Context: an optimization exercise on an open-source flow, tuned for small area. The choices shown serve that exercise and are no tape-out recipe.
Only simulation tests tie the RTL to the original design; equivalence was not proved.
The clock port is modelled as an ideal driver; clocking choices that lean on that would not hold on a real chip.
Power and IR drop assume default switching activity.

## flow/flow/run.sh

```bash
#!/bin/bash
# Own layout flow: the standard ORFS flow (standard.sh) with three changes:
#  - synthesis maps logic with flow/abc.script, an area-oriented ABC script,
#    instead of ORFS's speed script (everything else in synthesis is unchanged);
#  - the port buffers use the smallest buffer cell;
#  - the clock tree is built without dummy loads.
# Each make run's full output goes to a log file in this folder; ORFS's own
# per-step logs are under orfs/logs.
set -euo pipefail
W=$PWD
F=$W/flow
sed "s#source \$::env(SCRIPTS_DIR)/synth.tcl#source $W/synth_abc.tcl#" synth_recipe.tcl > $W/synth_recipe_abc.tcl
sed "s#log_cmd abc {\*}\$abc_args#log_cmd abc {*}[lreplace \$abc_args 1 1 $F/abc.script]#" \
    $FLOW_HOME/scripts/synth.tcl > $W/synth_abc.tcl
grep -q "$W/synth_abc.tcl" $W/synth_recipe_abc.tcl
grep -q "$F/abc.script" $W/synth_abc.tcl
CTS="-sink_clustering_enable -repair_clock_nets -dont_use_dummy_load -buf_list {sky130_fd_sc_hd__clkbuf_4 sky130_fd_sc_hd__clkbuf_8 sky130_fd_sc_hd__clkbuf_16}"
bash standard.sh SYNTH_SCRIPT=$W/synth_recipe_abc.tcl \
    "BUFFER_PORTS_ARGS=-buffer_cell sky130_fd_sc_hd__buf_1" \
    "CTS_ARGS=$CTS" finish > $W/make_finish.log 2>&1
```

## flow/flow/abc.script

```
strash
dch
map -D 7000
topo
stime -c
```

## flow/standard.sh

```bash
#!/bin/bash
# synth_recipe.tcl (not shown) runs the flow's synth.tcl, then flattens the netlist and writes it again
# the make line also repeats each setting of config.mk as NAME=value (left out here)
make -C /OpenROAD-flow-scripts/flow DESIGN_CONFIG=/design/flow/config.mk WORK_HOME=/design/flow/orfs CLKGATE_MAP_FILE= SYNTH_SCRIPT=/design/flow/synth_recipe.tcl "${@:-finish}"
```

## flow/config.mk

```make
export PLATFORM = sky130hd
export DESIGN_NAME = Pipelined_Processor
export DESIGN_NICKNAME = Pipelined_Processor
export VERILOG_FILES = /design/flow/design.v
export SDC_FILE = /design/flow/constraint.sdc
export NUM_CORES = 4
export LEC_CHECK = 0
export CAP_MARGIN = 20
export CORE_MARGIN = 2
export CORE_UTILIZATION = 50
export CTS_BUF_LIST = sky130_fd_sc_hd__clkbuf_8
export SLEW_MARGIN = 20
```

## flow/constraint.sdc

```tcl
create_clock -name core_clock -period 13.5 [get_ports {CLK}]
set_input_delay 2.7000 -clock core_clock [delete_from_list [all_inputs] [get_ports {CLK}]]
set_output_delay 2.7000 -clock core_clock [all_outputs]
set_load 0.01 [all_outputs]
```

## flow/design.v

```verilog
`timescale 1ns / 1ps
module Pipelined_Processor(
    input CLK,
    input reset,
    output [7:0] imem_addr,
    input [15:0] imem_data,
    output [7:0] dmem_addr,
    output [7:0] dmem_wdata,
    output dmem_we,
    input [7:0] dmem_rdata,
    output [7:0] result
);
localparam C_NOP = 4'b0000, C_EQ  = 4'b0001, C_SRA = 4'b0010, C_SLL  = 4'b0011,
           C_AND = 4'b0100, C_OR  = 4'b0101, C_XOR = 4'b0110, C_NOT  = 4'b0111,
           C_ADD = 4'b1000, C_SUB = 4'b1001, C_MUL = 4'b1010, C_DIV  = 4'b1011,
           C_ADI = 4'b1100, C_LD  = 4'b1101, C_ST  = 4'b1110;
reg  [7:0] pc;
reg  [7:0] rf [0:7];
reg  [7:0] a_e, b_e;
reg  [2:0] imm_e, rd_e;
reg  [3:0] c_e;
reg  [7:0] res_m, wd_m;
reg  [2:0] rd_m;
reg        rw_m, mw_m, ld_m;
reg  [7:0] res_w;
reg  [2:0] rd_w;
reg        rw_w;
wire [3:0] op  = imem_data[15:12];
wire [2:0] fn  = imem_data[11:9];
wire [2:0] rd  = imem_data[8:6];
wire [2:0] rs1 = imem_data[5:3];
wire [2:0] rs2 = imem_data[2:0];
reg  [3:0] c_d;
always @(*) begin
    case (op)
        4'b0000:
            case (fn)
                3'b000: c_d = C_ADD;
                3'b001: c_d = C_SUB;
                3'b010: c_d = C_MUL;
                3'b011: c_d = C_DIV;
                3'b100: c_d = C_AND;
                3'b101: c_d = C_OR;
                3'b110: c_d = C_XOR;
                default: c_d = C_NOT;
            endcase
        4'b0001, 4'b1000: c_d = C_ADI;
        4'b0010: c_d = C_LD;
        4'b0011: c_d = C_ST;
        4'b0101, 4'b1001: c_d = C_EQ;
        4'b0110: c_d = C_SRA;
        4'b0111: c_d = C_SLL;
        default: c_d = C_NOP;
    endcase
end
wire [7:0] a = a_e;
wire [7:0] b = b_e;
wire rw_e = c_e[3] | c_e[2] | c_e[1];
wire ld_e = (c_e == C_LD);
wire mw_e = (c_e == C_ST);
wire src  = c_e[3] & c_e[2];
wire sub  = c_e[0] & ~c_e[2];       
wire dvm  = c_e[0];                  
genvar k, i;
wire [7:0] addb = src ? {{5{imm_e[2]}}, imm_e} : b;
wire [7:0] addx = addb ^ {8{sub}};
wire [7:0] sum;
wire [8:0] ac;                       
assign ac[0] = sub;
generate
    for (i = 0; i < 8; i = i + 1) begin : ad
        assign sum[i]  = a[i] ^ addx[i] ^ ac[i];
        assign ac[i+1] = (a[i] & addx[i]) | (ac[i] & (a[i] ^ addx[i]));
    end
endgenerate
wire [8:1] bz;                       
assign bz[8] = 1'b1;
generate
    for (k = 7; k >= 1; k = k - 1) begin : gbz
        assign bz[k] = bz[k+1] & ~b[k];
    end
endgenerate
wire [7:0] quo;
generate
    for (k = 0; k < 8; k = k + 1) begin : st
        wire [k:0]   x, yy, o;
        wire [k+1:0] c;
        wire         q;
        wire         m   = dvm | a[7-k];
        wire         sel = q | ~dvm;         
        assign c[0] = 1'b0;
        for (i = 0; i <= k; i = i + 1) begin : cb
            if (i == 0) begin : g0
                assign x[0] = dvm & ~a[7-k];
            end else begin : gn
                assign x[i] = st[k-1].o[i-1];
            end
            assign yy[i]  = b[i] & m;
            assign c[i+1] = (x[i] & yy[i]) | (c[i] & (x[i] | yy[i]));
            if (k == 7) begin : gl
                assign o[i] = x[i] ^ yy[i] ^ c[i];
            end else begin : gm
                assign o[i] = x[i] ^ (sel & (yy[i] ^ c[i]));
            end
        end
        assign q = ~c[k+1] & bz[k+1];
        assign quo[7-k] = q;
    end
endgenerate
wire bnz = ~(bz[1] & ~b[0]);
wire [7:0] prod = st[7].o;
wire [7:0] axb = a ^ b;
reg  [7:0] yl;                       
always @(*) begin
    case (c_e)
        C_ADD, C_SUB, C_ADI, C_LD, C_ST, 4'b1111: yl = sum;
        C_AND: yl = a & b;
        C_OR:  yl = a | b;
        C_NOT: yl = ~a;
        C_XOR: yl = axb;
        C_SRA: yl = {a[7], a[7:1]};
        C_SLL: yl = {a[6:0], 1'b0};
        C_EQ:  yl = {7'd0, ~|axb};
        default: yl = 8'd0;
    endcase
end
wire isdiv = (c_e == C_DIV);
wire ismul = (c_e == C_MUL);
wire [7:0] y = isdiv ? (bnz ? quo : 8'd0) : ismul ? prod : yl;
wire [8:0] za, zb;                   
assign za[0] = 1'b1;
assign zb[0] = 1'b1;
generate
    for (k = 0; k < 8; k = k + 1) begin : gz
        assign za[k+1] = za[k] & ~a[k];
        assign zb[k+1] = zb[k] & ~b[k];
    end
endgenerate
reg zmul;
integer z;
always @(*) begin
    zmul = 1'b0;
    for (z = 0; z <= 8; z = z + 1)
        zmul = zmul | (za[z] & zb[8-z]);
end
wire zero = isdiv ? (~bnz | ~ac[8]) : ismul ? zmul : (yl == 8'd0);
wire hzd = ld_e && (rd_e != 3'd0) &&
           ((rd_e == rd) || (rd_e == rs1) || (rd_e == rs2)) &&
           (op != 4'b0101) && (op != 4'b0100);
wire [7:0] wb_m = ld_m ? dmem_rdata : res_m;    
wire fe1 = rw_e && (rd_e != 3'd0) && (rd_e == rs1);
wire fm1 = rw_m && (rd_m != 3'd0) && (rd_m == rs1);
wire fe2 = rw_e && (rd_e != 3'd0) && (rd_e == rs2);
wire fm2 = rw_m && (rd_m != 3'd0) && (rd_m == rs2);
wire       se1 = fe1, sm1 = fm1 & ~fe1, sr1 = ~fe1 & ~fm1;
wire       se2 = fe2, sm2 = fm2 & ~fe2, sr2 = ~fe2 & ~fm2;
reg  [7:0] opa, opb;
integer j;
always @(*) begin
    opa = (y & {8{se1}}) | (wb_m & {8{sm1}});
    opb = (y & {8{se2}}) | (wb_m & {8{sm2}});
    for (j = 0; j < 8; j = j + 1) begin
        opa = opa | (rf[j] & {8{sr1 & (rs1 == j)}});
        opb = opb | (rf[j] & {8{sr2 & (rs2 == j)}});
    end
end
wire [7:0] imm   = {{5{rs2[2]}}, rs2};
wire [7:0] pc1   = pc + 8'd1;
wire [7:0] pcimm = pc + imm;
wire [7:0] pcnz  = (op == 4'b0100) ? imm : pc1;
wire [7:0] pcz   = (op == 4'b0101) ? pcimm :
                   ((op == 4'b0100) || (op == 4'b1001)) ? imm : pc1;
wire [7:0] pcnext = zero ? pcz : pcnz;
always @(posedge CLK or posedge reset) begin
    if (reset)
        pc <= 8'd0;
    else if (!hzd)
        pc <= pcnext;
end
always @(posedge CLK or posedge reset) begin
    if (reset)
        c_e <= C_NOP;
    else if (hzd)
        c_e <= C_NOP;
    else
        c_e <= c_d;
end
always @(posedge CLK) begin
    a_e <= opa; b_e <= opb; imm_e <= rs2; rd_e <= rd;
    wd_m <= b_e; rd_m <= rd_e;
    rd_w <= rd_m;
end
always @(posedge CLK or posedge reset) begin
    if (reset) begin
        res_m <= 8'd0; rw_m <= 1'b0; mw_m <= 1'b0; ld_m <= 1'b0;
        res_w <= 8'd0; rw_w <= 1'b0;
    end else begin
        res_m <= y; rw_m <= rw_e; mw_m <= mw_e; ld_m <= ld_e;
        res_w <= wb_m; rw_w <= rw_m;
    end
end
integer n;
always @(posedge CLK or posedge reset) begin
    if (reset) begin
        for (n = 0; n < 8; n = n + 1)
            rf[n] <= n;
    end else if (rw_w) begin
        rf[rd_w] <= res_w;
    end
end
assign imem_addr  = pc;
assign dmem_addr  = res_m;
assign dmem_wdata = wd_m;
assign dmem_we    = mw_m;
assign result     = res_w;
endmodule
```

==> summary.md, run 1 <==
| Metric | Value |
|---|---|
| Worst Setup SP | `b_e[7]$_DFF_P_` |
| Startpoint types | `flip-flop` |
| Drt pass-1 iters | `6` |
| Share of post-route cells with drive strength above 1 | `0.0734` |
| Final Hold Violating Endpoints | `0` |
| Endpoints failing setup | `0` |
| FF-to-FF End | `a_e[0]$_DFF_P_` |
| DR iter-0 viols | `856` |
| Layout area overhead | `14.2%` |
| Crit path top cell by count | `nand2_1` |
| Worst vdd ir | `0.000110 V` |
| Row count | `47` |
| Synth Area in Adders | `0.0766` |
| Worst-Skew Late Latency | `430 ps` |
| Gr usage total | `0.317` |
| Hold buffer count at CTS | `0` |
| R2r worst-path depth | `83` |
| Most frequent cells in the layout | `nand2_1 (183), clkinv_1 (174), nor2_1 (162)` |
| Commonest non-fill, non-tap cell in the layout | `nand2_1` |
| Slew Limit Headroom | `0.333` |
| Buffer levels on the longest clock path | `2` |
| Hpwl dp | `21000 um` |
| Xor/xnor cell area share of the yosys netlist | `0.0542` |
| Largest net degree at the start of global routing | `75` |
| Worst-Margin Slew | `993 ps` |
| CP bufs+invs | `6` |
| Root buffer cell | `clkbuf_16` |
| Status | `no timing/DRC/antenna violations` |
| DP Worst Slack | `166 ps` |
| Number of global-route vias before repair | `7739` |
| Die ar. | `17800 sq um` |
| Main flop type after synthesis | `dfrtp_1` |
| Clock Skews | `29.7 ps` |
| Worst R2R Start | `b_e[7]$_DFF_P_` |
| # Max-Cap Violations | `0` |
| Power Density | `208 nW/um^2` |
| Worst path slowest cell | `fa_2` |
| DRC viols | `0` |
| Post-synthesis sequential area ratio | `0.374` |
| Compound-Gate Fraction of Synth Area | `0.219` |
| I/O Buffers | `58` |
| Multiplexer share of the synthesized area | `0.00238` |
| Flip-flop and latch area | `3140 sq um` |
| Final worst setup slack | `1160 ps` |
| CP delay by family, top | `compound AO/OA/AOI/OAI gates` |
| Synth area leaders | `dfrtp_1 (25%), dfxtp_1 (8.6%), nand2_1 (8.3%)` |
| Design Area, Final | `9590 sq um` |
| Lkg Pwr | `3.76 nW` |
| Final period utilization | `0.914` |
| Starting Density | `0.508` |
| TritonCTS clock tree | `built` |
| Ys async rst share | `0.727` |
| Synth Area in Simple Gates | `0.195` |
| Largest family of logic cells by synthesized area | `compound AO/OA/AOI/OAI gates` |
| Multi-input logic area | `4690 sq um` |
| Dominant cell type by area after synthesis | `dfrtp_1` |
| Data arrival, critical path | `12620 ps` |
| Initial antenna violation count | `0` |
| Yosys cell types | `38` |
| Die height | `134 um` |
| Crit. End Element | `flip-flop` |
| Synthesis-stage register bit count | `132` |
| Syn_nets | `1180` |
| # clock sinks | `132` |
| Setup CP Type | `flip-flop to flip-flop` |
| Mean Syn Cell Area | `7.54 sq um` |
| GP Congestion | `0.968` |
| Dpl cells | `1405` |
| Final core utilization | `0.580` |
| Yosys top cell area share | `0.250` |
| Nets | `1281` |
| Post-DP Area | `8990 sq um` |
| Non-filler cells, final | `1433` |
| F_max | `81.0 MHz` |
| H-tree Lvls | `4` |
| Critical Path Fanout Max | `7` |
| WL/cell | `19.4 um` |
| Post-Syn Area | `8400 sq um` |
| Boundary Pins | `59` |
| Fin crit period | `12340 ps` |
| HP Class | `flip-flop to flip-flop` |
| Detailed-route via count | `8324` |
| Synth Warn # | `2` |
| EDFF count, synth | `0` |
| Crit path capture | `a_e[0]$_DFF_P_` |
| Final Slew Violations | `0` |
| First-pass GRT wire length | `43200 um` |
| Via/cell ratio | `5.81` |
| Cell count after synthesis | `1114` |
| Worst path required time | `13780 ps` |
| Largest stage delay on the critical path | `430 ps` |
| # diodes | `0` |
| Worst-path clk slew | `60 ps` |
| Internal reg-to-reg setup slack | `1160 ps` |
| Core area | `16500 sq um` |
| Final hold slack | `431 ps` |
| Number of fillers in the final layout | `1571` |
| Number of routed nets with antenna violations | `0` |
| Routed Wire Length | `27800 um` |
| Die W | `134 um` |
| TritonCTS buffer count | `17` |
| Global route overflow | `0` |
| Levels on crit path | `83` |
-- metal layers --
layer | global-route usage | part of all wire
met4 | 0.138 | 0.040
met2 | 0.490 | 0.44
met1 | 0.444 | 0.45
met3 | 0.0510 | 0.063
met5 | 0 | 0
-- through the flow --
step           total power (W)  TNS (ps)
2_1_floorplan          0.00125         0
5_1_grt                0.00214     -59.2
6_report               0.00199         0
3_5_place_dp           0.00157         0
4_1_cts                0.00194         0
3_3_place_gp           0.00157         0
-- cells in the mapped netlist (3+ instances only) --
cell       count
o21a_1         4
fa_1          15
o21ai_0      124
a211oi_1       3
dfxtp_1       36
a2111oi_0      4
dfrtp_1       84
nand3_1       20
dfstp_2       12
o22ai_1       24
a31oi_1        6
clkinv_1     177
maj3_1         3
a22oi_1       16
a221oi_1      27
nor4_1         5
nor2_1       170
a21oi_1       54
ha_1          25
o211ai_1      12
nor3_1        11
nand2_1      185
nand4_1        7
or2_2          5
xnor2_1       19
o2111ai_1     12
xor2_1        33
o221ai_1       5
-- what timing repair did --
item | 4_1_cts | 5_1_grt
setup endpoints to repair | 0 | 14
resized for setup | 0 | 36
setup buffers | 0 | 11
-- flip-flops by register name, indices dropped and copies added (netlist names), 4 cells and up --
register,cells
a_e,8
b_e,8
c_e,4
pc,8
res_m,8
res_w,8
rf,64
wd_m,8
-- logic make-up (layout without fill, tap and decap cells) --
kind of cell | count (synthesis) | after routing
buffers and inverters | 177 | 276
DFF | 132 | 132
adders and majority gates | 43 | 43
xor gates and xnor gates | 52 | 52
muxes | 2 | 2
and+or+nand+nor | 408 | 408
AOI/OAI and AO/OA | 300 | 300
-- power breakdown --
| group | internal (W) | switching (W) |
|---|---|---|
| logic | 0.000332 | 0.000591 |
| registers | 0.000545 | 0.000155 |
| clock network | 0.000217 | 0.000150 |
| total | 0.00109 | 0.000896 |
-- how the worst min path moves through the flow --
stage | from | endpoint | slack (ps) | depth (start not counted)
2_1_floorplan | rw_m$_DFF_PP0_ | rw_w$_DFF_PP0_ | 350 | 0
3_3_place_gp | rd_m[1]$_DFF_P_ | rd_w[1]$_DFF_P_ | 420 | 0
3_5_place_dp | rw_m$_DFF_PP0_ | rw_w$_DFF_PP0_ | 400 | 0
4_1_cts | rw_m$_DFF_PP0_ | rw_w$_DFF_PP0_ | 440 | 0
5_1_grt | b_e[7]$_DFF_P_ | wd_m[7]$_DFF_P_ | 440 | 0
6_report | rw_m$_DFF_PP0_ | rw_w$_DFF_PP0_ | 430 | 0
-- layout make-up --
cell class                 count  area share
timing repair buffer          82      0.0415
clock buffer                  17      0.0444
inverter                     177      0.0695
sequential                   132       0.327
tap                          220      0.0287
multi-input combinational    805       0.489
==> inputs of run 2 (changes only) <==
--- a/flow/design.v
+++ b/flow/design.v
@@ -112,16 +112,26 @@
 wire [7:0] axb = a ^ b;
-reg  [7:0] yl;                       
+reg  [3:0] lu;
 always @(*) begin
     case (c_e)
-        C_ADD, C_SUB, C_ADI, C_LD, C_ST, 4'b1111: yl = sum;
-        C_AND: yl = a & b;
-        C_OR:  yl = a | b;
-        C_NOT: yl = ~a;
-        C_XOR: yl = axb;
-        C_SRA: yl = {a[7], a[7:1]};
-        C_SLL: yl = {a[6:0], 1'b0};
-        C_EQ:  yl = {7'd0, ~|axb};
-        default: yl = 8'd0;
+        C_AND:   lu = 4'b1000;
+        C_OR:    lu = 4'b1110;
+        C_XOR:   lu = 4'b0110;
+        C_NOT:   lu = 4'b0011;
+        default: lu = 4'b0000;
     endcase
 end
+wire en_sum = c_e[3] & ~(c_e[1] & ~c_e[2]);      
+wire en_sra = (c_e == C_SRA);
+wire en_sll = (c_e == C_SLL);
+wire en_eq  = (c_e == C_EQ);
+wire [7:0] yl;                       
+generate
+    for (i = 0; i < 8; i = i + 1) begin : gl
+        wire sra_i = (i == 7) ? a[7] : a[(i == 7) ? 7 : i + 1];
+        wire sll_i = (i == 0) ? 1'b0 : a[(i == 0) ? 0 : i - 1];
+        wire eq_i  = (i == 0) ? (en_eq & ~|axb) : 1'b0;
+        assign yl[i] = (en_sum & sum[i]) | lu[{a[i], b[i]}] |
+                       (en_sra & sra_i) | (en_sll & sll_i) | eq_i;
+    end
+endgenerate
 wire isdiv = (c_e == C_DIV);
@@ -167,8 +177,15 @@
 wire [7:0] imm   = {{5{rs2[2]}}, rs2};
-wire [7:0] pc1   = pc + 8'd1;
-wire [7:0] pcimm = pc + imm;
-wire [7:0] pcnz  = (op == 4'b0100) ? imm : pc1;
-wire [7:0] pcz   = (op == 4'b0101) ? pcimm :
-                   ((op == 4'b0100) || (op == 4'b1001)) ? imm : pc1;
-wire [7:0] pcnext = zero ? pcz : pcnz;
+wire       selimm = (op == 4'b0100) || ((op == 4'b1001) && zero);
+wire       selrel = (op == 4'b0101) && zero;
+wire [7:0] pbase  = pc & {8{~selimm}};
+wire [7:0] poff   = (selimm || selrel) ? imm : 8'd1;
+wire [7:0] pcnext;
+wire [8:0] pcc;
+assign pcc[0] = 1'b0;
+generate
+    for (i = 0; i < 8; i = i + 1) begin : pa
+        assign pcnext[i] = pbase[i] ^ poff[i] ^ pcc[i];
+        assign pcc[i+1]  = (pbase[i] & poff[i]) | (pcc[i] & (pbase[i] | poff[i]));
+    end
+endgenerate
 always @(posedge CLK or posedge reset) begin
--- a/flow/flow/run.sh
+++ b/flow/flow/run.sh
@@ -16,3 +16,3 @@
 grep -q "$F/abc.script" $W/synth_abc.tcl
-CTS="-sink_clustering_enable -repair_clock_nets -dont_use_dummy_load -buf_list {sky130_fd_sc_hd__clkbuf_4 sky130_fd_sc_hd__clkbuf_8 sky130_fd_sc_hd__clkbuf_16}"
+CTS="-sink_clustering_enable -repair_clock_nets -dont_use_dummy_load -buf_list sky130_fd_sc_hd__clkbuf_8"
 bash standard.sh SYNTH_SCRIPT=$W/synth_recipe_abc.tcl \
==> flow/flow/abc.script (replaced) <==
strash
dch
amap
topo
stime -c
==> summary.md, run 2 <==
| Metric | Value |
|---|---|
| Worst-path clk slew | `60 ps (about the same)` |
| Slew Limit Headroom | `0.164 (-0.169)` |
| Setup TNS | `0 ps (unchanged)` |
| Top-count cell post-synth | `nor2_1` |
| Die W | `128 um (-4.2%)` |
| Detailed-route via count | `8091 (-2.8%)` |
| Layout area overhead | `17.5%` |
| Endpoints failing setup | `0 (unchanged)` |
| Crit path top cell by count | `nor2_1` |
| TritonCTS clock tree | `built` |
| DR iter-0 viols | `807 (-5.7%)` |
| Critical Path Fanout Max | `4 (-3)` |
| M3 GR Usage | `0.0952 (+0.0442)` |
| Worst-Margin Slew | `1250 ps (+254 ps)` |
| Commonest non-fill, non-tap cell in the layout | `clkinv_1` |
| Share of post-route cells with drive strength above 1 | `0.133 (+0.0593)` |
| Row count | `45 (-4.3%)` |
| Power Density | `207 nW/um^2 (-0.41%)` |
| HP Class | `flip-flop to flip-flop` |
| Synth cell count leaders | `nor2_1 (170), clkinv_1 (168), o22ai_1 (146), dfrtp_1 (84), o21ai_0 (76)` |
| Final period utilization | `0.933 (+0.0193)` |
| Final Hold Violating Endpoints | `0 (unchanged)` |
| Cell count after synthesis | `975 (-12%)` |
| Internal reg-to-reg setup slack | `900 ps (-260 ps)` |
| Final Slew Violations | `0 (unchanged)` |
| Hold buffer count at CTS | `0 (unchanged)` |
| Crit. End Element | `flip-flop` |
| Ys async rst share | `0.727 (unchanged)` |
| Routed Wire Length | `26900 um (-3.3%)` |
| Drt pass-1 iters | `6 (unchanged)` |
| Status | `no timing/DRC/antenna violations` |
| Number of fillers in the final layout | `1443 (-8.1%)` |
| First-pass GRT wire length | `41000 um (-5.0%)` |
| Final hold slack | `406 ps (-25.2 ps)` |
| Busiest grt layer | `met1` |
| GR Layer Usage met1 | `0.481 (+0.0374)` |
| Most flops, register | `rf` |
| EDFF count, synth | `0 (unchanged)` |
| Main flop type after synthesis | `dfrtp_1` |
| Largest net degree at the start of global routing | `68 (-9.3%)` |
| Worst-Skew Late Latency | `450 ps (+20 ps)` |
| Synthesis-stage register bit count | `132 (unchanged)` |
| Clock Skews | `30.5 ps (+0.827 ps)` |
| Global route overflow | `0 (unchanged)` |
| # clock sinks | `132 (unchanged)` |
| Initial antenna violation count | `0 (unchanged)` |
| Setup CP Type | `flip-flop to flip-flop` |
| Synth Warn # | `2 (unchanged)` |
| Largest stage delay on the critical path | `540 ps (+110 ps)` |
| Lkg Pwr | `3.36 nW (-11%)` |
| I/O Buffers | `58 (unchanged)` |
| Yosys cell types | `45 (+18%)` |
| Fin crit period | `12600 ps (+261 ps)` |
| Die height | `128 um (-4.2%)` |
| Met2 Usage GRT | `0.478 (-0.0116)` |
| Core area | `15100 sq um (-8.7%)` |
| Dominant cell type by area after synthesis | `dfrtp_1` |
| Starting Density | `0.509 (+0.00131)` |
| H-tree Lvls | `4 (unchanged)` |
| Data arrival, critical path | `12900 ps (+280 ps)` |
| Post-synthesis sequential area ratio | `0.408 (+0.0345)` |
| Mean Syn Cell Area | `7.88 sq um (+4.6%)` |
| Number of global-route vias before repair | `7355 (-5.0%)` |
| Synth area leaders | `dfrtp_1 (27%), o22ai_1 (12%), dfxtp_1 (9.4%)` |
| # diodes | `0 (unchanged)` |
| Worst path required time | `13800 ps (+20 ps)` |
| TritonCTS buffer count | `17 (unchanged)` |
| # Max-Cap Violations | `0 (unchanged)` |
| Nets | `1158 (-9.6%)` |
| Die ar. | `16400 sq um (-8.2%)` |
| Via/cell ratio | `6.24 (+7.5%)` |
| GP Congestion | `0.996 (+2.9%)` |
| DRC viols | `0 (unchanged)` |
| Boundary Pins | `59 (unchanged)` |
| Worst path slowest cell | `fa_1` |
| Hpwl dp | `19500 um (-7.1%)` |
| Startpoint types | `flip-flop` |
| F_max | `79.4 MHz (-2.1%)` |
| Most frequent cells in the layout | `clkinv_1 (161), nor2_1 (159), o22ai_1 (143)` |
| WL/cell | `20.7 um (+6.9%)` |
| Syn_nets | `1023 (-13%)` |
| Post-Syn Area | `7690 sq um (-8.5%)` |
| Worst vdd ir | `0.000103 V (-7.0%)` |
| Number of routed nets with antenna violations | `0 (unchanged)` |
| Root buffer cell | `clkbuf_8` |
| Buffer levels on the longest clock path | `2 (unchanged)` |
| Gr usage total | `0.332 (+0.0143)` |
| Max FFs per register | `64 (unchanged)` |
| Yosys top cell area share | `0.273 (+0.0231)` |
run 2: changes by cell type in the layout (fill, tap and decap cells not counted), sizes merged, moves of 13 or more:
cell	change
or3	+14
xor2	-32
a21oi	-28
nand2	-117
a221oi	-21
buf	+33
nor3	+13
o22ai	+122
o21ai	-48
ha	-23
xnor2	-19
clkinv	-13
nor4	+15
run 2: final timing paths:
path / start / end / depth (start not counted)
min reg2reg: rd_e[2]$_DFF_P_ / rd_m[2]$_DFF_P_ / 0
max: b_e[6]$_DFF_P_ / b_e[6]$_DFF_P_ / 87
max in group asynchronous: reset / rf[1][6]$_DFFE_PP0P_ / 3
min: rd_e[2]$_DFF_P_ / rd_m[2]$_DFF_P_ / 0
min in group asynchronous: reset / rf[2][5]$_DFFE_PP0P_ / 2
max reg2reg: b_e[6]$_DFF_P_ / b_e[6]$_DFF_P_ / 87
run 2: cells by family (layout without fill, tap and decap cells):
logic type | Yosys count | in the layout | synth area share
buffers and inverters | 168 | 301 | 0.0820
DFF | 132 | 132 | 0.408
xor gates and xnor gates | 1 | 1 | 0.00114
AOI/OAI and AO/OA | 328 | 328 | 0.272
adders and majority gates | 22 | 22 | 0.0553
and+or+nand+nor | 324 | 324 | 0.182
run 2: repair_timing:
item	in CTS	in global routing
setup endpoints to repair	4	16
gates resized for setup	12	62
setup buffers	0	8
pin swaps	1	40
run 2: through the flow:
| step | total power [W] | worst slack, ps | area, sq um | utilization | instances |
|---|---|---|---|---|---|
| CTS | 0.00178 | 19.8 | 8780 | 0.582 | 1287 |
| global placement | 0.00152 | 102 | 8520 | 0.564 | 1270 |
| floorplan | 0.00117 | 27.0 | 7690 | - | 975 |
| finish | 0.00187 | 900 | 9030 | 0.598 | 1296 |
| detailed placement | 0.00152 | -446 | 8520 | 0.564 | 1270 |
| global route | 0.00200 | -195 | 9030 | 0.598 | 1296 |
run 2: layout make-up:
class | count | area (sq um) | share of cell area
multi-input cells | 675 | 4140 | 0.458
flip-flops and latches | 132 | 3140 | 0.348
repair buffers | 116 | 651 | 0.0721
inverters | 168 | 633 | 0.0701
well taps | 188 | 235 | 0.0261
clock buffers | 17 | 234 | 0.0259
run 2: power breakdown:
| group | total (W) | internal (W) | leakage [nW] | switching [W] |
|---|---|---|---|---|
| clock | 0.000241 | 0.000110 | 0.122 | 0.000131 |
| combinational | 0.000996 | 0.000365 | 1.70 | 0.000630 |
| sequential | 0.000629 | 0.000542 | 1.54 | 0.0000870 |
| total | 0.00187 | 0.00102 | 3.36 | 0.000848 |
run 2: metal layers:
layer | up-vias | wire length [um]
met5 | - | 0
met4 | 0 | 961
met3 | 89 | 2940
met2 | 464 | 11200
met1 | 3771 | 11700
li1 | 3767 | -
run 2: worst max-delay path, delay by kind of cell, from the launching register on:
family / cells / cell delay [ps]
simple gates: 36 / 3850
buf+inv: 9 / 710
fa+ha+maj: 6 / 2380
flops: 1 / 330
compound gates: 36 / 5200
==> inputs of run 3 (changes only) <==
==> flow/flow/abc.script (replaced) <==
strash
dch
map -D 7000
topo
stime -c
==> summary.md, run 3 <==
| Metric | Value |
|---|---|
| M3 GR Usage | `0.0705 (-0.0246)` |
| Multiplexer share of the synthesized area | `0.00394 (+0.00394)` |
| Die ar. | `16900 sq um (+3.3%)` |
| Final hold slack | `406 ps (-0.458 ps)` |
| Worst-path clk slew | `60 ps (about the same)` |
| Commonest non-fill, non-tap cell in the layout | `nand2_1` |
| TritonCTS clock tree | `built` |
| Row count | `46 (+2.2%)` |
| Syn_nets | `1095 (+7.0%)` |
| Largest family of logic cells by synthesized area | `compound AO/OA/AOI/OAI gates` |
| EDFF count, synth | `0 (unchanged)` |
| Top-count cell post-synth | `nand2_1` |
| Boundary Pins | `59 (unchanged)` |
| Starting Density | `0.506 (-0.00356)` |
| Post-DP Area | `8540 sq um (+0.28%)` |
| Initial antenna violation count | `0 (unchanged)` |
| Final core utilization | `0.567 (-0.0311)` |
| Number of global-route vias before repair | `7063 (-4.0%)` |
| DRC viols | `0 (unchanged)` |
| Busiest grt layer | `met2` |
| Layout area overhead | `12.2%` |
| Synth Area in Adders | `0.0535 (-0.00182)` |
| Max FFs per register | `64 (unchanged)` |
| Mean Syn Cell Area | `7.59 sq um (-3.7%)` |
| Main flop type after synthesis | `dfrtp_1` |
| Worst path slowest cell | `fa_1` |
| Synth area leaders | `dfrtp_1 (26%), dfxtp_1 (9.1%), nand2_1 (8.5%)` |
| # diodes | `0 (unchanged)` |
| Worst vdd ir | `0.000101 V (-1.8%)` |
| DR iter-0 viols | `698 (-14%)` |
| Root buffer cell | `clkbuf_8` |
| Final Hold Violating Endpoints | `0 (unchanged)` |
| GR Layer Usage met1 | `0.450 (-0.0311)` |
| Via/cell ratio | `5.77 (-7.7%)` |
| Synth Area in Simple Gates | `0.198 (+0.0162)` |
| Worst-Margin Slew | `915 ps (-332 ps)` |
| Gr usage total | `0.310 (-0.0217)` |
| # Max-Cap Violations | `0 (unchanged)` |
| Hpwl dp | `18900 um (-3.0%)` |
| HP Class | `flip-flop to flip-flop` |
| Largest net degree at the start of global routing | `62 (-8.8%)` |
| Yosys cell types | `41 (-8.9%)` |
| Routed Wire Length | `25700 um (-4.2%)` |
| Setup CP Type | `flip-flop to flip-flop` |
| Number of routed nets with antenna violations | `0 (unchanged)` |
| First-pass GRT wire length | `39200 um (-4.3%)` |
| Buffer levels on the longest clock path | `2 (unchanged)` |
| GP Congestion | `1.02 (+2.3%)` |
| Endpoints failing setup | `0 (unchanged)` |
| Final Slew Violations | `0 (unchanged)` |
| Data arrival, critical path | `12760 ps (-140 ps)` |
| Fin crit period | `12490 ps (-111 ps)` |
| Slew Limit Headroom | `0.388 (+0.224)` |
| Synth cell count leaders | `nand2_1 (180), clkinv_1 (169), nor2_1 (149), o21ai_0 (115), dfrtp_1 (84)` |
| Crit path top cell by count | `nand2_1` |
| Nets | `1192 (+2.9%)` |
| Design Area, Final | `8910 sq um (-1.3%)` |
| NetSw | `0.000817 W (-3.7%)` |
| Worst-Skew Late Latency | `440 ps (about the same)` |
| Power Internal | `0.000950 W (-6.6%)` |
| Die W | `130 um (+1.6%)` |
| Largest stage delay on the critical path | `580 ps (+40 ps)` |
| Lkg Pwr | `3.41 nW (+1.3%)` |
| Startpoint types | `flip-flop` |
| Seq pwr share | `0.384 (+0.047)` |
| # clock sinks | `132 (unchanged)` |
| Clock network power share | `0.139 (+0.010)` |
| Gate power share | `0.476 (-0.058)` |
| CP bufs+invs | `4 (-5)` |
| Clock Skews | `34.5 ps (+3.96 ps)` |
| Crit. End Element | `flip-flop` |
| WL/cell | `18.9 um (-8.6%)` |
| Drt pass-1 iters | `7 (+1)` |
| Worst path required time | `13770 ps (-30 ps)` |
| Compound-Gate Fraction of Synth Area | `0.208 (-0.0632)` |
| Status | `no timing/DRC/antenna violations` |
| Post-synthesis sequential area ratio | `0.395 (-0.0134)` |
| Global route overflow | `0 (unchanged)` |
| Synth Warn # | `2 (unchanged)` |
| Power Density | `198 nW/um^2 (-4.1%)` |
| Share of post-route cells with drive strength above 1 | `0.0709 (-0.0617)` |
| Most flops, register | `rf` |
| Yosys top cell area share | `0.264 (-0.00900)` |
| Ys async rst share | `0.727 (unchanged)` |
| Post-Syn Area | `7950 sq um (+3.4%)` |
| I/O Buffers | `58 (unchanged)` |
| Detailed-route via count | `7829 (-3.2%)` |
| Synthesis-stage register bit count | `132 (unchanged)` |
| Met2 Usage GRT | `0.460 (-0.0180)` |
| Sw Ratio | `0.462 (+0.00761)` |
| F_max | `80.1 MHz (+0.89%)` |
| Core area | `15700 sq um (+4.1%)` |
| Dominant cell type by area after synthesis | `dfrtp_1` |
| Critical Path Fanout Max | `7 (+3)` |
| Final period utilization | `0.925 (-0.00820)` |
| Number of fillers in the final layout | `1570 (+8.8%)` |
| CP delay by family, top | `compound AO/OA/AOI/OAI gates` |
| Most frequent cells in the layout | `nand2_1 (178), clkinv_1 (167), nor2_1 (144)` |
| H-tree Lvls | `4 (unchanged)` |
| TritonCTS buffer count | `17 (unchanged)` |
| Die height | `130 um (+1.6%)` |
| Xor/xnor cell area share of the yosys netlist | `0.0617 (+0.0606)` |
| Cell count after synthesis | `1047 (+7.4%)` |
## run 3: changes by cell type after synthesis, moves of 14 or more
cell,delta
a221oi_1,+16
nor4_1,-16
o21ai_0,+39
a21oi_1,+39
xnor2_1,+34
nand2_1,+112
xor2_1,+21
or3_1,-14
o22ai_1,-124
nor2_1,-21
## run 3: metal layers
metal	part of all wire	vias up
met5	0	-
met2	0.43	445
li1	-	3706
met1	0.45	3599
met3	0.093	79
met4	0.027	0
## run 3: cell families (layout without fill, tap and decap cells)
kind of cell,after synthesis,count (layout)
flip-flops,132,132
XOR/XNOR,56,56
multiplexers,3,3
AO/OA/AOI/OAI,277,277
AND/OR/NAND/NOR,388,388
adder cells (fa/ha/maj),22,22
buffers and inverters,169,264
## run 3: worst paths after layout
kind | start | end | slack, ps | cells past startpoint
max | b_e[5]$_DFF_P_ | b_e[6]$_DFF_P_ | 1010 | 81
min | rw_m$_DFF_PP0_ | rw_w$_DFF_PP0_ | 410 | 0
max reg2reg | b_e[5]$_DFF_P_ | b_e[6]$_DFF_P_ | 1010 | 81
min reg2reg | rw_m$_DFF_PP0_ | rw_w$_DFF_PP0_ | 410 | 0
max in group asynchronous | reset | res_m[1]$_DFF_PP0_ | 10040 | 3
min in group asynchronous | reset | res_w[6]$_DFF_PP0_ | 2270 | 2
## run 3: power by group through the flow
| stage | Combinational [W] | Clock [W] | Sequential (W) |
|---|---|---|---|
| detailed placement | 0.000796 | 0 | 0.000676 |
| floorplan | 0.000529 | 0 | 0.000659 |
| finish | 0.000842 | 0.000246 | 0.000679 |
| global placement | 0.000798 | 0 | 0.000678 |
| CTS | 0.000803 | 0.000250 | 0.000671 |
| global route | 0.000936 | 0.000265 | 0.000694 |
## run 3: stage by stage
step / total power, W / setup slack (ps) / cells / setup TNS (ps)
floorplan: 0.00119 / 1810 / 1047 / 0
global placement: 0.00148 / 412 / 1334 / 0
detailed placement: 0.00147 / 40.5 / 1334 / 0
CTS: 0.00172 / 76.6 / 1351 / 0
global route: 0.00190 / -86.0 / 1358 / -86.0
finish: 0.00177 / 1010 / 1358 / 0
## run 3: cell type report
type                            instances  area (sq um)  share of cell area
Inverter                              169           641              0.0719
Timing Repair Buffer                   78           368              0.0413
Clock buffer                           17           234              0.0262
Tap cell                              216           270              0.0303
Sequential cell                       132          3150               0.353
Multi-Input combinational cell        746          4250               0.477
## run 3: repair_timing
item                                    4_1_cts  5_1_grt
endpoints found under the setup margin        1       14
setup buffers                                 0        7
hold buffers                                  0        0
pin swaps                                     0        5
gates resized for setup                       1       33
==> inputs of run 4 (changes only) <==
--- a/flow/design.v
+++ b/flow/design.v
@@ -164,14 +164,22 @@
 wire fm2 = rw_m && (rd_m != 3'd0) && (rd_m == rs2);
-wire       se1 = fe1, sm1 = fm1 & ~fe1, sr1 = ~fe1 & ~fm1;
-wire       se2 = fe2, sm2 = fm2 & ~fe2, sr2 = ~fe2 & ~fm2;
-reg  [7:0] opa, opb;
-integer j;
-always @(*) begin
-    opa = (y & {8{se1}}) | (wb_m & {8{sm1}});
-    opb = (y & {8{se2}}) | (wb_m & {8{sm2}});
-    for (j = 0; j < 8; j = j + 1) begin
-        opa = opa | (rf[j] & {8{sr1 & (rs1 == j)}});
-        opb = opb | (rf[j] & {8{sr2 & (rs2 == j)}});
-    end
-end
+wire [9:0] sel1, sel2;
+assign sel1[8] = fe1;
+assign sel1[9] = fm1 & ~fe1;
+assign sel2[8] = fe2;
+assign sel2[9] = fm2 & ~fe2;
+generate
+    for (k = 0; k < 8; k = k + 1) begin : gsel
+        assign sel1[k] = ~fe1 & ~fm1 & (rs1 == k);
+        assign sel2[k] = ~fe2 & ~fm2 & (rs2 == k);
+    end
+endgenerate
+wire [7:0] opa, opb;
+generate
+    for (i = 0; i < 8; i = i + 1) begin : gop
+        wire [9:0] d = {wb_m[i], y[i], rf[7][i], rf[6][i], rf[5][i], rf[4][i],
+                        rf[3][i], rf[2][i], rf[1][i], rf[0][i]};
+        AndOr10 ua (.s(sel1), .d(d), .y(opa[i]));
+        AndOr10 ub (.s(sel2), .d(d), .y(opb[i]));
+    end
+endgenerate
 wire [7:0] imm   = {{5{rs2[2]}}, rs2};
@@ -233 +241,8 @@
 endmodule
+module AndOr10(
+    input  [9:0] s,
+    input  [9:0] d,
+    output       y
+);
+assign y = |(s & d);
+endmodule
==> flow/flow/abc.script (replaced) <==
strash
dch
amap
topo
stime -c
--- a/flow/config.mk
+++ b/flow/config.mk
@@ -12 +12,2 @@
 export SLEW_MARGIN = 20
+export SYNTH_HIERARCHICAL = 1
==> summary.md, run 4 <==
| Metric | Value |
|---|---|
| Status | `no timing/DRC/antenna violations` |
| Design Area, Final | `8650 sq um (-3.0%)` |
| FF-to-FF End | `b_e[7]$_DFF_P_` |
| Yosys top cell area share | `0.280 (+0.0152)` |
| Post-DP Area | `8150 sq um (-4.5%)` |
| Largest stage delay on the critical path | `460 ps (-120 ps)` |
| Multiplexer share of the synthesized area | `0 (-0.00394)` |
| Worst-Margin Slew | `1080 ps (+168 ps)` |
| Internal reg-to-reg setup slack | `620 ps (-390 ps)` |
| Routed Wire Length | `23600 um (-8.3%)` |
| Layout area overhead | `15.0%` |
| WHS Endpoint | `wd_m[5]$_DFF_P_` |
| Synthesis-stage register bit count | `132 (unchanged)` |
| Synth Warn # | `8 (+6)` |
| Final Slew Violations | `0 (unchanged)` |
| Nets | `1079 (-9.5%)` |
| Core area | `14600 sq um (-7.2%)` |
| Top-count cell post-synth | `nor2_1` |
| Synth cell count leaders | `nor2_1 (191), a21oi_1 (97), clkinv_1 (88), dfrtp_1 (84), nand2_1 (73)` |
| Startpoint types | `flip-flop` |
| Hold buffer count at CTS | `0 (unchanged)` |
| Boundary Pins | `59 (unchanged)` |
| Clock Skews | `27.8 ps (-6.70 ps)` |
| # Max-Cap Violations | `0 (unchanged)` |
| Cell count after synthesis | `917 (-12%)` |
| Synth Area in Simple Gates | `0.185 (-0.0131)` |
| Number of fillers in the final layout | `1329 (-15%)` |
| # diodes | `0 (unchanged)` |
| Ys async rst share | `0.727 (unchanged)` |
| Flip-flop and latch area | `3140 sq um (-0.24%)` |
| Slew Limit Headroom | `0.275 (-0.112)` |
| DRC viols | `0 (unchanged)` |
| # clock sinks | `132 (unchanged)` |
| F_max | `77.6 MHz (-3.1%)` |
| Non-filler cells, final | `1213 (-11%)` |
| Critical Path Fanout Max | `6 (-1)` |
| Main flop type after synthesis | `dfrtp_1` |
| Most frequent cells in the layout | `nor2_1 (183), a21oi_1 (89), clkinv_1 (85)` |
| Post-Syn Area | `7520 sq um (-5.4%)` |
| Final core utilization | `0.593 (+0.0253)` |
| Drt pass-1 iters | `6 (-1)` |
| Commonest non-fill, non-tap cell in the layout | `nor2_1` |
| Multi-input logic area | `4220 sq um (-0.91%)` |
| Power Density | `214 nW/um^2 (+7.8%)` |
| Syn_nets | `965 (-12%)` |
| Worst path required time | `13800 ps (+30 ps)` |
| Setup CP Type | `flip-flop to flip-flop` |
| Worst R2R Start | `b_e[5]$_DFF_P_` |
| Starting Density | `0.515 (+0.00937)` |
| Final period utilization | `0.954 (+0.0291)` |
| Global route overflow | `0 (unchanged)` |
| Via/cell ratio | `6.35 (+10%)` |
| Hpwl dp | `17800 um (-5.8%)` |
| Most flops, register | `rf` |
| Die height | `127 um (-2.7%)` |
| HP Class | `flip-flop to flip-flop` |
| Detailed-route via count | `7703 (-1.6%)` |
| Worst vdd ir | `0.0000851 V (-15%)` |
| Die ar. | `16000 sq um (-5.3%)` |
| Max FFs per register | `64 (unchanged)` |
| Number of routed nets with antenna violations | `0 (unchanged)` |
| Dominant cell type by area after synthesis | `dfrtp_1` |
| Buffer levels on the longest clock path | `2 (unchanged)` |
| Number of global-route vias before repair | `7249 (+2.6%)` |
| Min-delay src | `b_e[5]$_DFF_P_` |
| Initial antenna violation count | `0 (unchanged)` |
| I/O Buffers | `58 (unchanged)` |
| Compound-Gate Fraction of Synth Area | `0.297 (+0.0889)` |
| Synth area leaders | `dfrtp_1 (28%), dfxtp_1 (9.6%), nor2_1 (9.5%)` |
| EDFF count, synth | `0 (unchanged)` |
| Largest net degree at the start of global routing | `77 (+24%)` |
| Gr usage total | `0.295 (-0.0149)` |
| Root buffer cell | `clkbuf_8` |
| Row count | `44 (-4.3%)` |
| WL/cell | `19.4 um (+2.6%)` |
| DR iter-0 viols | `796 (+14%)` |
| Worst-Skew Late Latency | `450 ps (about the same)` |
| GP Congestion | `1.02 (+0.28%)` |
| Largest family of logic cells by synthesized area | `compound AO/OA/AOI/OAI gates` |
| Worst path slowest cell | `fa_1` |
| Endpoints failing setup | `0 (unchanged)` |
| Die W | `127 um (-2.7%)` |
| Dpl cells | `1184 (-11%)` |
| TritonCTS clock tree | `built` |
| Data arrival, critical path | `13190 ps (+430 ps)` |
| Crit. End Element | `flip-flop` |
| Worst-path clk slew | `70 ps (about the same)` |
| Hold depth | `0 (unchanged)` |
| Yosys cell types | `43 (+4.9%)` |
| Post-synthesis sequential area ratio | `0.418 (+0.0227)` |
| Share of post-route cells with drive strength above 1 | `0.102 (+0.0311)` |
| Final Hold Violating Endpoints | `0 (unchanged)` |
| Lkg Pwr | `3.24 nW (-4.8%)` |
| R2r worst-path depth | `80 (-1.2%)` |
| Mean Syn Cell Area | `8.20 sq um (+8.0%)` |
| Synth Area in Adders | `0.0566 (+0.00307)` |
| H-tree Lvls | `4 (unchanged)` |
| TritonCTS buffer count | `17 (unchanged)` |
| Fin crit period | `12880 ps (+394 ps)` |
| Xor/xnor cell area share of the yosys netlist | `0 (-0.0617)` |
| First-pass GRT wire length | `37500 um (-4.6%)` |
## run 4: cell count changes after synthesis, sizes merged, moves of 18 or more
cell | previous run | this run
nand2 | 180 | 73
clkinv | 169 | 88
a22oi | 13 | 67
o21ai | 115 | 62
nor2 | 149 | 191
xnor2 | 34 | 0
a21oi | 65 | 97
xor2 | 22 | 0
a221o | 0 | 18
## run 4: power breakdown
group	internal (W)	switching (W)
Combinational	0.000347	0.000587
Sequential	0.000540	0.000132
Clock	0.000111	0.000131
## run 4: per-module statistics from Yosys (local to each module, per instance)
module               area (sq um)  copies in the design  flops+latches
AndOr10                      46.3                    16              0
Pipelined_Processor          6780                     1            132
## run 4: how the worst max path moves through the flow
stage | start | slack [ps] | endpoint | depth (start not counted)
floorplan | c_e[0]$_DFF_PP0_ | 500 | a_e[7]$_DFF_P_ | 72
global placement | b_e[5]$_DFF_P_ | 230 | b_e[7]$_DFF_P_ | 75
detailed placement | b_e[5]$_DFF_P_ | -490 | b_e[7]$_DFF_P_ | 75
CTS | b_e[5]$_DFF_P_ | 10 | b_e[7]$_DFF_P_ | 77
global route | b_e[5]$_DFF_P_ | -340 | a_e[7]$_DFF_P_ | 79
finish | b_e[5]$_DFF_P_ | 620 | b_e[7]$_DFF_P_ | 80
## run 4: per-layer routing
metal  global-route usage  wire, um  up-vias
met5                    0         0        -
met4                0.121       769        0
met3               0.0565      1530       71
met2                0.496     11600      357
met1                0.376      9680     3684
li1                     -         -     3591
## run 4: cells by family after synthesis
family                   after synthesis
flip-flops                           132
buffers and inverters                 88
adder cells (fa/ha/maj)               22
AND/OR/NAND/NOR                      332
AO/OA/AOI/OAI                        343
## run 4: through the flow
stage	TNS (ps)	hold WS [ps]	setup WS [ps]	power (W)
finish	0	392	617	0.00185
global route	-1100	400	-341	0.00199
CTS	0	403	12.4	0.00177
detailed placement	-2350	385	-491	0.00152
global placement	0	392	232	0.00150
floorplan	0	354	504	0.00121
## run 4: what timing repair did
| action | 4_1_cts | 5_1_grt |
|---|---|---|
| gates resized for setup | 10 | 43 |
| endpoints found under the setup margin | 9 | 15 |
| pin swaps | 0 | 16 |
| buffers inserted | 0 | 12 |
## run 4: area by class of cell
class,count,area share
Tap cell,184,0.0266
Clock buffer,17,0.0271
Multi-Input combinational cell,697,0.488
Timing Repair Buffer,95,0.0573
Sequential cell,132,0.363
Inverter,88,0.0384
## run 4: critical path, delay by kind of cell, from the launching register on
family                     cells  cell delay, ps
AOI/OAI and AO/OA             35            5070
and+or+nand+nor               28            3450
adders and majority gates      7            2840
buffers and inverters         10            1060
DFF                            1             350
==> inputs of run 5 (changes only) <==
==> flow/flow/abc.script (replaced) <==
strash
dch
map -D 7000
topo
stime -c
==> summary.md, run 5 <==
| Metric | Value |
|---|---|
| Status | `no timing/DRC/antenna violations` |
| Clock Skews | `25.7 ps (-2.05 ps)` |
| Met1 Wirelength | `11500 um (+19%)` |
| Crit. End Element | `flip-flop` |
| Worst vdd ir | `0.000106 V (+25%)` |
| Worst path required time | `13770 ps (-30 ps)` |
| Worst-path clk slew | `70 ps (about the same)` |
| Final Hold Violating Endpoints | `0 (unchanged)` |
| Global route overflow | `0 (unchanged)` |
| Share of post-route cells with drive strength above 1 | `0.0924 (-0.00964)` |
| Row count | `45 (+2.3%)` |
| Dominant cell type by area after synthesis | `dfrtp_1` |
| Synth area leaders | `dfrtp_1 (27%), dfxtp_1 (9.4%), nand2_1 (7.9%)` |
| Buffer levels on the longest clock path | `2 (unchanged)` |
| Clock network power share | `0.144 (+0.013)` |
| Power Density | `193 nW/um^2 (-9.9%)` |
| Number of routed nets with antenna violations | `0 (unchanged)` |
| Layout area overhead | `11.6%` |
| Detailed-route via count | `7358 (-4.5%)` |
| Drt pass-1 iters | `6 (unchanged)` |
| Worst-Margin Slew | `1130 ps (+45.6 ps)` |
| Sw Ratio | `0.452 (-0.00807)` |
| Met3 WL | `2230 um (+46%)` |
| Final period utilization | `0.915 (-0.0393)` |
| Multi-input logic area | `4270 sq um (+1.3%)` |
| H-tree Lvls | `4 (unchanged)` |
| # Max-Cap Violations | `0 (unchanged)` |
| Die W | `128 um (+1.1%)` |
| NetSw | `0.000748 W (-12%)` |
| Via/cell ratio | `6.00 (-5.6%)` |
| Post-Syn Area | `7690 sq um (+2.4%)` |
| Initial antenna violation count | `0 (unchanged)` |
| Slew Limit Headroom | `0.242 (-0.0335)` |
| Worst path slowest cell | `fa_1` |
| Most flops, register | `rf` |
| Setup CP Type | `flip-flop to flip-flop` |
| TritonCTS clock tree | `built` |
| Hpwl dp | `18500 um (+4.0%)` |
| Gate power share | `0.455 (-0.051)` |
| Lkg Pwr | `3.40 nW (+5.0%)` |
| Setup TNS | `0 ps (unchanged)` |
| EDFF count, synth | `0 (unchanged)` |
| Most frequent cells in the layout | `nand2_1 (162), nor2_1 (139), clkinv_1 (95)` |
| Core area | `15100 sq um (+3.8%)` |
| Synthesis-stage register bit count | `132 (unchanged)` |
| Met2 WL post-DR | `10500 um (-9.7%)` |
| Number of fillers in the final layout | `1450 (+9.1%)` |
| WL/cell | `20.1 um (+3.4%)` |
| GP Congestion | `1.01 (-1.0%)` |
| Dpl cells | `1208 (+2.0%)` |
| Seq pwr share | `0.401 (+0.037)` |
| Top-count cell post-synth | `nand2_1` |
| Top Layer Used | `met4` |
| F_max | `81.0 MHz (+4.3%)` |
| Main flop type after synthesis | `dfrtp_1` |
| Syn_nets | `996 (+3.2%)` |
| Final core utilization | `0.567 (-0.0258)` |
| Nets | `1089 (+0.93%)` |
| TritonCTS buffer count | `17 (unchanged)` |
| # diodes | `0 (unchanged)` |
| Largest stage delay on the critical path | `470 ps (about the same)` |
| Gr usage total | `0.313 (+0.0174)` |
| Post-DP Area | `8260 sq um (+1.3%)` |
| Cell count after synthesis | `948 (+3.4%)` |
| Post-synthesis sequential area ratio | `0.408 (-0.00964)` |
| I/O Buffers | `58 (unchanged)` |
| Design Area, Final | `8590 sq um (-0.69%)` |
| Yosys cell types | `42 (-2.3%)` |
| Die height | `128 um (+1.1%)` |
| Number of global-route vias before repair | `6880 (-5.1%)` |
| Largest net degree at the start of global routing | `86 (+12%)` |
| First-pass GRT wire length | `38900 um (+3.7%)` |
| Fin crit period | `12350 ps (-531 ps)` |
| Synth Warn # | `8 (unchanged)` |
| Synth cell count leaders | `nand2_1 (162), nor2_1 (144), clkinv_1 (97), o21ai_0 (95), dfrtp_1 (84)` |
| Max FFs per register | `64 (unchanged)` |
| Design Power | `0.00165 W (-10%)` |
| Commonest non-fill, non-tap cell in the layout | `nand2_1` |
| Root buffer cell | `clkbuf_8` |
| Hold buffer count at CTS | `0 (unchanged)` |
| Non-filler cells, final | `1227 (+1.2%)` |
| Die ar. | `16400 sq um (+2.3%)` |
| Ys async rst share | `0.727 (unchanged)` |
| Mean Syn Cell Area | `8.12 sq um (-0.98%)` |
| Routed Wire Length | `24700 um (+4.6%)` |
| Startpoint types | `flip-flop` |
| Boundary Pins | `59 (unchanged)` |
| DRC viols | `0 (unchanged)` |
| Endpoints failing setup | `0 (unchanged)` |
| Starting Density | `0.508 (-0.00721)` |
| Power Internal | `0.000907 W (-9.1%)` |
| Critical Path Fanout Max | `7 (+1)` |
| Yosys top cell area share | `0.273 (-0.00646)` |
| HP Class | `flip-flop to flip-flop` |
| Worst-Skew Late Latency | `430 ps (-20 ps)` |
| DR iter-0 viols | `763 (-4.1%)` |
| Data arrival, critical path | `12620 ps (-570 ps)` |
| Flip-flop and latch area | `3140 sq um (unchanged)` |
| Final Slew Violations | `0 (unchanged)` |
| # clock sinks | `132 (unchanged)` |
## run 5: cell count changes after synthesis, moves of 12 or more
| cell | before | now |
|---|---|---|
| nand2_1 | 73 | 162 |
| nor2_1 | 191 | 144 |
| a21oi_1 | 97 | 55 |
| o21ai_0 | 62 | 95 |
| o22ai_1 | 30 | 2 |
| xor2_1 | 0 | 28 |
| xnor2_1 | 0 | 19 |
| a221o_1 | 18 | 0 |
| a22o_2 | 0 | 16 |
| a22oi_1 | 67 | 52 |
| a221oi_1 | 5 | 17 |
## run 5: cell type report
class,count,share of cell area
multi-input cells,719,0.497
flip-flops and latches,132,0.366
inverters,97,0.0427
repair buffers,74,0.0398
well taps,188,0.0274
clock buffers,17,0.0273
## run 5: kinds of logic after synthesis
kind of cell,share of synthesized area
XOR/XNOR,0.0535
multiplexers,0.0117
flip-flops,0.408
AO/OA/AOI/OAI,0.221
AND/OR/NAND/NOR,0.202
buffers and inverters,0.0473
adder cells (fa/ha/maj),0.0566
## run 5: final timing paths
path / startpoint / to / slack (ps) / cells past startpoint
worst max register to register: b_e[6]$_DFF_P_ / a_e[7]$_DFF_P_ / 1150 / 78
max in group asynchronous: reset / res_m[6]$_DFF_PP0_ / 10320 / 3
worst max-delay path: b_e[6]$_DFF_P_ / a_e[7]$_DFF_P_ / 1150 / 78
worst min register to register: rd_m[1]$_DFF_P_ / rd_w[1]$_DFF_P_ / 410 / 0
min in group asynchronous: reset / pc[6]$_DFFE_PP0N_ / 2160 / 2
worst min-delay path: rd_m[1]$_DFF_P_ / rd_w[1]$_DFF_P_ / 410 / 0
## run 5: modules after synthesis, one instance, submodules excluded
module,cells inside,copies in the design
AndOr10,6,16
Pipelined_Processor,852,1
## run 5: timing repair
item | CTS | global route
endpoints found under the hold margin | 0 | 0
endpoints found under the setup margin | 0 | 17
gates resized for setup | 0 | 27
setup buffers | 0 | 2
## run 5: critical path, delay by kind of cell, from the launching register on
| family | cells | cell delay, ps |
|---|---|---|
| AO/OA/AOI/OAI | 28 | 4260 |
| AND/OR/NAND/NOR | 36 | 3490 |
| adder cells (fa/ha/maj) | 8 | 3220 |
| buffers and inverters | 5 | 520 |
| flip-flops | 1 | 430 |
| XOR/XNOR | 1 | 260 |
## run 5: through the flow
stage / setup WS, ps / hold WS (ps)
after floorplan: 1490 / 354
after global placement: 686 / 389
after detailed placement: 78.8 / 403
after CTS: 16.4 / 407
after global routing: -53.5 / 419
final: 1150 / 410
## run 5: power groups by stage
stage | Clock (W) | Combinational (W) | Sequential [W]
CTS | 0.000245 | 0.000723 | 0.000658
finish | 0.000238 | 0.000753 | 0.000664
floorplan | 0 | 0.000481 | 0.000642
global placement | 0 | 0.000726 | 0.000663
global route | 0.000263 | 0.000842 | 0.000681
detailed placement | 0 | 0.000718 | 0.000663
## run 5: layer usage
metal,up-vias,GRT usage
met4,0,0.0834
met5,-,0
li1,3488,-
met3,39,0.0872
met2,349,0.452
met1,3482,0.462
==> inputs of run 6 (changes only) <==
==> flow/flow/run.sh (replaced) <==
#!/bin/bash
set -euo pipefail
W=$PWD
F=$W/flow
sed "s#source \$::env(SCRIPTS_DIR)/synth.tcl#source $W/synth_abc.tcl#" synth_recipe.tcl > $W/synth_recipe_abc.tcl
sed "s#log_cmd abc {\*}\$abc_args#log_cmd abc {*}[lreplace \$abc_args 1 1 $F/abc.script]#" \
    $FLOW_HOME/scripts/synth.tcl > $W/synth_abc.tcl
grep -q "$W/synth_abc.tcl" $W/synth_recipe_abc.tcl
grep -q "$F/abc.script" $W/synth_abc.tcl
CTS="-sink_clustering_enable -repair_clock_nets -dont_use_dummy_load -buf_list sky130_fd_sc_hd__clkbuf_8"
export CTS_LEAF_SINKS=24
export CTS_LEAF_PY=$F/cts_leaf.py
cp $F/openroad_wrap.sh $W/openroad_wrap.sh
chmod +x $W/openroad_wrap.sh
bash standard.sh SYNTH_SCRIPT=$W/synth_recipe_abc.tcl \
    OPENROAD_EXE=$W/openroad_wrap.sh \
    "BUFFER_PORTS_ARGS=-buffer_cell sky130_fd_sc_hd__buf_1" \
    "CTS_ARGS=$CTS" POST_CTS_TCL=$F/cts_post.tcl finish > $W/make_finish.log 2>&1
==> flow/flow/cts_leaf.py (new file) <==
# Run ORFS's cts.tcl with a larger limit on sinks per clock-tree leaf.
import os
from openroad import Tech, Design
tech = Tech()
design = Design(tech)
parms = design.getTritonCts().getParms()
parms.setNumMaxLeafSinks(int(os.environ.get("CTS_LEAF_SINKS", "24")))
print("clock tree: at most %d sinks per leaf" % parms.getNumMaxLeafSinks())
design.evalTclString("source $::env(SCRIPTS_DIR)/cts.tcl")
==> flow/flow/cts_post.tcl (new file) <==
# After clock-tree synthesis: upsize any clock buffer whose flip-flop loads see
# a slow clock edge, then legalize the placement again.
estimate_parasitics -placement
set upsized 0
foreach inst [get_cells -quiet -filter "ref_name == sky130_fd_sc_hd__clkbuf_8"] {
    set out [get_pins -quiet [get_full_name $inst]/X]
    if { [llength $out] == 0 } { continue }
    set worst 0.0
    foreach pin [get_pins -quiet -of_objects [get_nets -of_objects $out] -filter "direction == input"] {
        set s [get_property $pin slew_max]
        if { $s > $worst } { set worst $s }
    }
    if { $worst > 0.105 } {
        puts "upsizing [get_full_name $inst]: clock slew [format %.3f $worst] ns"
        replace_cell $inst sky130_fd_sc_hd__clkbuf_16
        incr upsized
    }
}
if { $upsized > 0 } {
    detailed_placement
    check_placement -verbose
    estimate_parasitics -placement
}
==> flow/flow/openroad_wrap.sh (new file) <==
#!/bin/bash
# OpenROAD for the ORFS steps. The clock-tree step (cts.tcl) runs through
# OpenROAD's Python mode, which can raise TritonCTS's limit on sinks per
# H-tree leaf (fixed at 15 in the Tcl command) before sourcing ORFS's cts.tcl.
OR=/OpenROAD-flow-scripts/tools/install/OpenROAD/bin/openroad
for a in "$@"; do
    case "$a" in
        */scripts/cts.tcl)
            exec "$OR" -python -no_init -exit "$CTS_LEAF_PY" ;;
    esac
done
exec "$OR" "$@"
==> summary.md, run 6 <==
| Metric | Value |
|---|---|
| Status | `no timing/DRC/antenna violations` |
| Post-synthesis sequential area ratio | `0.408 (unchanged)` |
| Layout area overhead | `10.8%` |
| Final period utilization | `0.917 (+0.00174)` |
| Dominant cell type by area after synthesis | `dfrtp_1` |
| Final Slew Violations | `0 (unchanged)` |
| Max FFs per register | `64 (unchanged)` |
| Cell count after synthesis | `948 (unchanged)` |
| Routed Wire Length | `24500 um (-0.58%)` |
| Hpwl dp | `18500 um (unchanged)` |
| Synth Warn # | `8 (unchanged)` |
| F_max | `80.8 MHz (-0.19%)` |
| Largest net degree at the start of global routing | `86 (unchanged)` |
| First-pass GRT wire length | `38700 um (-0.36%)` |
| Die ar. | `16400 sq um (unchanged)` |
| Worst vdd ir | `0.0000962 V (-9.5%)` |
| Global route overflow | `0 (unchanged)` |
| Worst R2R Start | `b_e[6]$_DFF_P_` |
| DRC viols | `0 (unchanged)` |
| Die W | `128 um (unchanged)` |
| WL/cell | `20.1 um (about the same)` |
| Data arrival, critical path | `12590 ps (-30 ps)` |
| Design Power | `0.00162 W (-2.1%)` |
| Synth area leaders | `dfrtp_1 (27%), dfxtp_1 (9.4%), nand2_1 (7.9%)` |
| Lkg Pwr | `3.37 nW (-1.1%)` |
| Ys async rst share | `0.727 (unchanged)` |
| Row count | `45 (unchanged)` |
| DR iter-0 viols | `680 (-11%)` |
| Mean Syn Cell Area | `8.12 sq um (unchanged)` |
| Boundary Pins | `59 (unchanged)` |
| Dpl cells | `1208 (unchanged)` |
| Nets | `1081 (-0.73%)` |
| Min-delay src | `rd_m[1]$_DFF_P_` |
| Crit. End Element | `flip-flop` |
| Syn_nets | `996 (unchanged)` |
| Share of post-route cells with drive strength above 1 | `0.0854 (-0.00704)` |
| Commonest non-fill, non-tap cell in the layout | `nand2_1` |
| TritonCTS clock tree | `built` |
| Fin crit period | `12380 ps (+23.5 ps)` |
| EDFF count, synth | `0 (unchanged)` |
| Initial antenna violation count | `0 (unchanged)` |
| Number of global-route vias before repair | `6799 (-1.2%)` |
| Final hold slack | `411 ps (+0.492 ps)` |
| I/O Buffers | `58 (unchanged)` |
| Gr usage total | `0.310 (-0.00269)` |
| Worst path slowest cell | `fa_1` |
| Post-DP Area | `8260 sq um (unchanged)` |
| Die height | `128 um (unchanged)` |
| Critical Path Fanout Max | `7 (unchanged)` |
| Most frequent cells in the layout | `nand2_1 (162), nor2_1 (139), clkinv_1 (95)` |
| Most flops, register | `rf` |
| Worst path required time | `13710 ps (-60 ps)` |
| Yosys cell types | `42 (unchanged)` |
| # Max-Cap Violations | `0 (unchanged)` |
| Non-filler cells, final | `1220 (-0.57%)` |
| Starting Density | `0.508 (unchanged)` |
| Yosys top cell area share | `0.273 (unchanged)` |
| HP Class | `flip-flop to flip-flop` |
| Final worst setup slack | `1120 ps (-23.5 ps)` |
| Number of routed nets with antenna violations | `0 (unchanged)` |
| Largest stage delay on the critical path | `470 ps (about the same)` |
| Top-count cell post-synth | `nand2_1` |
| Drt pass-1 iters | `6 (unchanged)` |
| Worst-path clk slew | `100 ps (+30 ps)` |
| Synthesis-stage register bit count | `132 (unchanged)` |
| Worst-Skew Late Latency | `350 ps (-80 ps)` |
| Main flop type after synthesis | `dfrtp_1` |
| Power Density | `190 nW/um^2 (-1.4%)` |
| Startpoint types | `flip-flop` |
| Via/cell ratio | `5.99 (about the same)` |
| Clock Skews | `27.4 ps (+1.73 ps)` |
| Final Hold Violating Endpoints | `0 (unchanged)` |
| Slew Limit Headroom | `0.248 (+0.00583)` |
| Design Area, Final | `8520 sq um (-0.73%)` |
| Detailed-route via count | `7313 (-0.61%)` |
| Synth cell count leaders | `nand2_1 (162), nor2_1 (144), clkinv_1 (97), o21ai_0 (95), dfrtp_1 (84)` |
| Worst-Margin Slew | `1120 ps (-8.68 ps)` |
| Setup CP Type | `flip-flop to flip-flop` |
| Worst Setup SP | `b_e[6]$_DFF_P_` |
| Core area | `15100 sq um (unchanged)` |
| GP Congestion | `1.01 (unchanged)` |
| # clock sinks | `132 (unchanged)` |
| Endpoints failing setup | `0 (unchanged)` |
| DP Worst Slack | `78.8 ps (unchanged)` |
| Post-Syn Area | `7690 sq um (unchanged)` |
-- run 6: path summary, 6_finish.rpt --
kind,slack [ps],to,cells after the start
min in group asynchronous,2250,pc[6]$_DFFE_PP0N_,2
max in group asynchronous,10240,res_m[5]$_DFF_PP0_,3
hold reg to reg,410,rd_w[1]$_DFF_P_,0
setup reg to reg,1120,a_e[7]$_DFF_P_,78
setup / recovery,1120,a_e[7]$_DFF_P_,78
hold / removal,410,rd_w[1]$_DFF_P_,0
-- run 6: cell type report --
cell class | count | area [sq um]
clock buffers | 9 | 169
flip-flops and latches | 132 | 3140
repair buffers | 74 | 342
fillers | 1461 | 6620
inverters | 97 | 367
well taps | 188 | 235
diodes | 1 | 2.50
multi-input cells | 719 | 4270
-- run 6: power by group --
part           switching (W)  total [W]  internal [W]
Combinational       0.000485   0.000751      0.000266
Sequential          0.000134   0.000663      0.000530
Clock               0.000120   0.000207     0.0000869
-- run 6: critical path: cells and delay by family (launching register included) --
| family | cells | cell delay [ps] |
|---|---|---|
| adders and majority gates | 8 | 3210 |
| DFF | 1 | 440 |
| and+or+nand+nor | 36 | 3510 |
| AOI/OAI and AO/OA | 28 | 4270 |
| buffers and inverters | 5 | 550 |
| xor gates and xnor gates | 1 | 270 |
-- run 6: kinds of logic after synthesis --
kind of cell    Yosys count  share of synthesized area
compound gates          266                      0.221
xor+xnor                 47                     0.0535
fa+ha+maj                23                     0.0566
buf+inv                  97                     0.0473
flops                   132                      0.408
mux                       8                     0.0117
simple gates            375                      0.202
-- run 6: per-stage QoR --
| step | setup TNS [ps] | util |
|---|---|---|
| 6_report | 0 | 0.563 |
| 5_1_grt | -103 | 0.563 |
| 3_5_place_dp | 0 | 0.545 |
| 3_3_place_gp | 0 | 0.545 |
| 2_1_floorplan | 0 | - |
-- run 6: per-layer routing --
metal  vias up  track usage  wire length (um)
met5         -            0                 0
met4         0       0.0821               440
met3        39       0.0739              1920
met2       315        0.453             10500
met1      3480        0.462             11700
li1       3479            -                 -
-- run 6: Yosys stat by module (local to each module, per instance) --
module / cell area [sq um] / times used
AndOr10: 47.5 / 16
Pipelined_Processor: 6930 / 1

-- re-timing with driven ports --
No port has a modelled driver above. Below, the same layouts with a new extraction and two added sets of constraints. Step 1 assumes that a clkbuf_16 drives the clock port and a buf_2 every other input. Step 2 also shifts input and output timing later by t, the mid clock arrival at the registers, as if the neighbouring blocks saw the same clock. Slacks: ideal / step 1 / step 2; pairs: ideal / step 1.
run | t, ns | setup WS [ns] | clock arrival spread, ns | slew at the worst register clock pin (ns) | worst data-port slew with drivers (ns)
run 1 | 0.458 | 1.161 / 1.161 / 1.161 | 0.030 / 0.029 | 0.07 / 0.07 | 0.06
run 2 | 0.472 | 0.900 / 0.900 / 0.900 | 0.030 / 0.031 | 0.08 / 0.08 | 0.04
run 3 | 0.461 | 1.011 / 1.011 / 1.011 | 0.034 / 0.034 | 0.08 / 0.08 | 0.03
run 4 | 0.473 | 0.617 / 0.617 / 0.617 | 0.029 / 0.030 | 0.08 / 0.08 | 0.04
run 5 | 0.461 | 1.148 / 1.148 / 1.148 | 0.036 / 0.036 | 0.08 / 0.08 | 0.04
run 6 | 0.381 | 1.125 / 1.125 / 1.125 | 0.028 / 0.028 | 0.10 / 0.10 | 0.04
After both steps every run listed still meets setup and hold.
